Context: an optimization exercise on an open-source flow, tuned for small area and a short achievable clock period. The choices shown serve that exercise and are no tape-out recipe. In this exercise RTL edits were held to simulation tests only and were not proved equivalent to the original. The clock input has no modelled driver; a real chip could not lean on it and would need a root buffer or a full tree. No activity file was given, so power comes from the tool's default toggle rates.

## job 381
## alu_top
module alu_top (
	input clk,
	input [31:0] a, b,
	input cin, binv, sel1, sel0,
	output reg [31:0] result,
	output reg co, zero, ovr);
export LEC_CHECK = 0
export CAP_MARGIN = 20
export CORE_MARGIN = 2
export CORE_UTILIZATION = 40
export SLEW_MARGIN = 20
export SYNTH_HIERARCHICAL = 1
create_clock -name core_clock -period 16.0 [get_ports {clk}]
standard.sh (not shown) runs the stock make flow with config.mk's settings and CLKGATE_MAP_FILE= SYNTH_SCRIPT=/design/flow/synth_recipe.tcl, a recipe that flattens the netlist after the stock synthesis.
==> flow/flow/run.sh <==
#!/bin/bash
# Layout flow: the standard ORFS flow (standard.sh, unchanged synthesis) with
#  - every non-sequential cell set to its smallest size right after synthesis, so that
#    the resizer sizes up only what timing needs (flow/downsize.tcl, before floorplan);
#  - port buffers buf_1 on inputs (BUFFER_PORTS_ARGS) and buf_2 on outputs
#    (flow/outbuf.tcl, right after global placement) instead of the default cell;
#  - a one-level clock tree: the clock port drives 4 clock buffers, each driving a
#    cluster of flip-flops (flow/clocktree.tcl, right after CTS);
#  - a setup margin for the resizer's timing repair (the clock and constraints are the standard flow's).
set -euo pipefail
HERE=$(pwd)
source "$HERE/flow/settings.sh"
export PRE_FLOORPLAN_TCL="$HERE/flow/downsize.tcl"
export BUFFER_PORTS_ARGS="-inputs -buffer_cell sky130_fd_sc_hd__buf_1"
export POST_GLOBAL_PLACE_TCL="$HERE/flow/outbuf.tcl"
export POST_CTS_TCL="$HERE/flow/clocktree.tcl"
# timing is repaired after the clock tree is replaced (global route step), not before
export SKIP_CTS_REPAIR_TIMING=1
bash standard.sh > "$HERE/standard_flow.log" 2>&1
==> flow/flow/clocktree.tcl <==
set nbuf 4
if {[info exists ::env(CLK_NBUF)]} { set nbuf $::env(CLK_NBUF) }
set bufcell sky130_fd_sc_hd__clkbuf_16
if {[info exists ::env(CLK_BUFCELL)]} { set bufcell $::env(CLK_BUFCELL) }
set block [ord::get_db_block]
set db [ord::get_db]
set clknet [$block findNet clk]
# walk the tree from the port: collect buffers, nets and flip-flop clock pins
set bufs {}
set nets {}
set sinks {}
set todo [list $clknet]
while {[llength $todo]} {
  set net [lindex $todo 0]
  set todo [lrange $todo 1 end]
  foreach it [$net getITerms] {
    if {![$it isInputSignal]} { continue }
    set inst [$it getInst]
    set m [[$inst getMaster] getName]
    if {[string match "*clkbuf*" $m] || [string match "*__buf_*" $m] || [string match "*clkinv*" $m] || [string match "*__inv_*" $m]} {
      set drives 0
      foreach o [$inst getITerms] {
        if {[$o isOutputSignal] && [$o getNet] ne "NULL"} { set drives 1 }
      }
      if {[string match "*inv*" $m] && $drives} { error "clocktree.tcl: inverter $m in the clock tree" }
      lappend bufs $inst
      foreach o [$inst getITerms] {
        if {[$o isOutputSignal] && [$o getNet] ne "NULL"} { lappend todo [$o getNet]; lappend nets [$o getNet] }
      }
    } else {
      lappend sinks $it
    }
  }
}
puts "clocktree.tcl: [llength $bufs] clock buffers, [llength $sinks] sinks"
foreach it $sinks {
  if {![string match "*dfxtp*" [[[$it getInst] getMaster] getName]]} { error "clocktree.tcl: unexpected clock sink [[$it getInst] getName]" }
}
# remove the old tree
foreach it $sinks { $it disconnect }
foreach inst $bufs { odb::dbInst_destroy $inst }
foreach net $nets { odb::dbNet_destroy $net }
# k-means on sink locations
set pts {}
foreach it $sinks {
  set bb [[$it getInst] getBBox]
  lappend pts [list [expr {([$bb xMin] + [$bb xMax]) / 2.0}] [expr {([$bb yMin] + [$bb yMax]) / 2.0}]]
}
set n [llength $pts]
set cent {}
set sorted [lsort -real -index 0 $pts]
for {set k 0} {$k < $nbuf} {incr k} { lappend cent [lindex $sorted [expr {int(($k + 0.5) * $n / $nbuf)}]] }
for {set iter 0} {$iter < 50} {incr iter} {
  set asg {}
  foreach p $pts {
    set best 0; set bd 1e30
    for {set k 0} {$k < $nbuf} {incr k} {
      set c [lindex $cent $k]
      set d [expr {pow([lindex $p 0] - [lindex $c 0], 2) + pow([lindex $p 1] - [lindex $c 1], 2)}]
      if {$d < $bd} { set bd $d; set best $k }
    }
    lappend asg $best
  }
  set nc {}
  for {set k 0} {$k < $nbuf} {incr k} {
    set sx 0; set sy 0; set c 0
    foreach p $pts a $asg { if {$a == $k} { set sx [expr {$sx + [lindex $p 0]}]; set sy [expr {$sy + [lindex $p 1]}]; incr c } }
    if {$c} { lappend nc [list [expr {$sx / $c}] [expr {$sy / $c}]] } else { lappend nc [lindex $cent $k] }
  }
  set cent $nc
}
set master [$db findMaster $bufcell]
for {set k 0} {$k < $nbuf} {incr k} {
  set inst [odb::dbInst_create $block $master "clkbuf_flat_$k"]
  set net [odb::dbNet_create $block "clknet_flat_$k"]
  $net setSigType CLOCK
  [$inst findITerm A] connect $clknet
  [$inst findITerm X] connect $net
  set c [lindex $cent $k]
  $inst setLocation [expr {int([lindex $c 0])}] [expr {int([lindex $c 1])}]
  $inst setPlacementStatus PLACED
  set cnt 0
  foreach it $sinks a $asg { if {$a == $k} { $it connect $net; incr cnt } }
  puts "clocktree.tcl: buffer $k at [lindex $c 0] [lindex $c 1] drives $cnt flip-flops"
}
detailed_placement
check_placement -verbose
estimate_parasitics -placement
report_clock_skew
report_worst_slack -max
report_worst_slack -min
==> flow/flow/outbuf.tcl <==
# Buffer every output port (the inputs were buffered just before global placement).
buffer_ports -outputs -buffer_cell sky130_fd_sc_hd__buf_2
==> flow/flow/settings.sh <==
export SETUP_SLACK_MARGIN=11.8
Other scripts of this flow, unchanged in this note and not shown: flow/flow/downsize.tcl
Job 381 ended with every stage complete and zero timing, DRC or antenna violations.
Setup changes, job 381 to job 4836
diff --git a/flow/flow/clocktree.tcl b/flow/flow/clocktree.tcl
--- a/flow/flow/clocktree.tcl
+++ b/flow/flow/clocktree.tcl
@@ -29,0 +30,6 @@
+    } elseif {![string match "*dfxtp*" $m] && [string match "clkload*" [$inst getName]]} {
+      # a dummy load that CTS added for balancing: its output drives nothing
+      foreach o [$inst getITerms] {
+        if {[$o isOutputSignal] && [$o getNet] ne "NULL"} { error "clocktree.tcl: clock load [$inst getName] drives a net" }
+      }
+      lappend bufs $inst
==> flow/flow/outbuf.tcl <==
# Buffer every output port (the inputs were buffered just before global placement).
set cell sky130_fd_sc_hd__buf_2
if {[info exists ::env(OUTBUF_CELL)]} { set cell $::env(OUTBUF_CELL) }
buffer_ports -outputs -buffer_cell $cell
==> flow/flow/settings.sh <==
export SETUP_SLACK_MARGIN=12.0
export OUTBUF_CELL=sky130_fd_sc_hd__buf_1
Results
The number of filler instances in the final layout in job 4836 sits 9 above the value recorded for job 381. Arrival time of data at the critical path endpoint up 0.04 ns in job 4836 wrt job 381. [compare] base=job 381 new=job 4836: detailed-router iteration count before antenna repair shows an increase of 1, wire length rose 2.7%. Combinational cell fraction of total power in job 4836 is 0.3 points lower than in job 381. Lower maximum resistive drop on vdd among job 381 and job 4836: job 4836. Between job 381 and job 4836, the global-route track usage on met1 figures differ only marginally. Summary of the comparison: net count of the finished layout is higher in job 4836, relative to job 381. Worst setup slack in job 4836 is 0.041 ns lower than in job 381.
Edits applied to the flow inputs when going from job 4836 to job 2802:
- swapping 40 for 60 in CORE_UTILIZATION
diff --git a/flow/flow/clocktree.tcl b/flow/flow/clocktree.tcl
--- a/flow/flow/clocktree.tcl
+++ b/flow/flow/clocktree.tcl
@@ -30,6 +29,0 @@
-    } elseif {![string match "*dfxtp*" $m] && [string match "clkload*" [$inst getName]]} {
-      # a dummy load that CTS added for balancing: its output drives nothing
-      foreach o [$inst getITerms] {
-        if {[$o isOutputSignal] && [$o getNet] ne "NULL"} { error "clocktree.tcl: clock load [$inst getName] drives a net" }
-      }
-      lappend bufs $inst
==> flow/flow/outbuf.tcl <==
# Buffer every output port (the inputs were buffered just before global placement).
buffer_ports -outputs -buffer_cell sky130_fd_sc_hd__buf_2
==> flow/flow/settings.sh <==
export SETUP_SLACK_MARGIN=12.0
## What came out
As far as synthesized cell count is concerned, job 4836 and job 2802 perform about the same.
Looking only at critical path data arrival time, and setting everything else aside, the lower value of job 4836 and job 2802 goes to job 2802.
Comparing period utilization for job 4836 and job 2802, the smaller number came from job 2802.
Re final number of setup-violating endpoints: no difference whatsoever between job 2802 and job 4836.
Job 2802 reports a higher portion of total power attributed to combinational logic than job 4836 does.
#### Input delta (job 3164 over job 2802)
- CORE_UTILIZATION now 40, was 60
diff --git a/flow/flow/clocktree.tcl b/flow/flow/clocktree.tcl
--- a/flow/flow/clocktree.tcl
+++ b/flow/flow/clocktree.tcl
@@ -29,0 +30,6 @@
+    } elseif {![string match "*dfxtp*" $m] && [string match "clkload*" [$inst getName]]} {
+      # a dummy load that CTS added for balancing: its output drives nothing
+      foreach o [$inst getITerms] {
+        if {[$o isOutputSignal] && [$o getNet] ne "NULL"} { error "clocktree.tcl: clock load [$inst getName] drives a net" }
+      }
+      lappend bufs $inst
==> flow/flow/outbuf.tcl <==
# Buffer every output port (the inputs were buffered just before global placement).
set cell sky130_fd_sc_hd__buf_2
if {[info exists ::env(OUTBUF_CELL)]} { set cell $::env(OUTBUF_CELL) }
buffer_ports -outputs -buffer_cell $cell
==> flow/flow/settings.sh <==
export SETUP_SLACK_MARGIN=11.8
export CLK_NBUF=3
Notes after the runs:
Job 3164 against job 2802: cell count now larger; initial cell density of the core now smaller.
Between job 2802 and job 3164, the final worst slack is lower for job 3164.
Job 3164 vs. job 2802: met2 wire length up 150 um; cell area after layout -0.79%.
The setup slack of the most critical reg-to-reg path in job 3164 sits 0.12 ns below the value recorded for job 2802.
In every run of this note, the design's own scripts or RTL, not TritonCTS, make the clock network.

-- afterwards: timing with drivers on the ports --
No port has a modelled driver above. Below, the same layouts with a new extraction and two added sets of constraints.
Step 1 sets driving cells, clkbuf_16 on the clock port and buf_2 on the other inputs (assumed; they add their load-dependent delay and slew).
Step 2 also shifts input and output timing later by t, the mid clock arrival at the registers, as if the neighbouring blocks saw the same clock.
a / b / c = ideal / step 1 / step 2; a / b = the first two.
| run | t, ns | slack for setup (ns) | hold WS [ns] | worst slew at a driven data input, ns | pins driven straight from the clock port |
|---|---|---|---|---|---|
| job 381 | 0.234 | 12.156 / 12.075 / 12.251 | 0.685 / 0.685 / 0.685 | 0.04 | 4 |
| job 4836 | 0.233 | 12.115 / 12.035 / 12.268 | 0.679 / 0.679 / 0.679 | 0.03 | 4 |
| job 2802 | 0.232 | 12.151 / 12.074 / 12.306 | 0.678 / 0.678 / 0.678 | 0.04 | 4 |
| job 3164 | 0.238 | 12.134 / 12.067 / 12.220 | 0.700 / 0.700 / 0.700 | 0.03 | 3 |
After both steps every run listed still meets setup and hold.
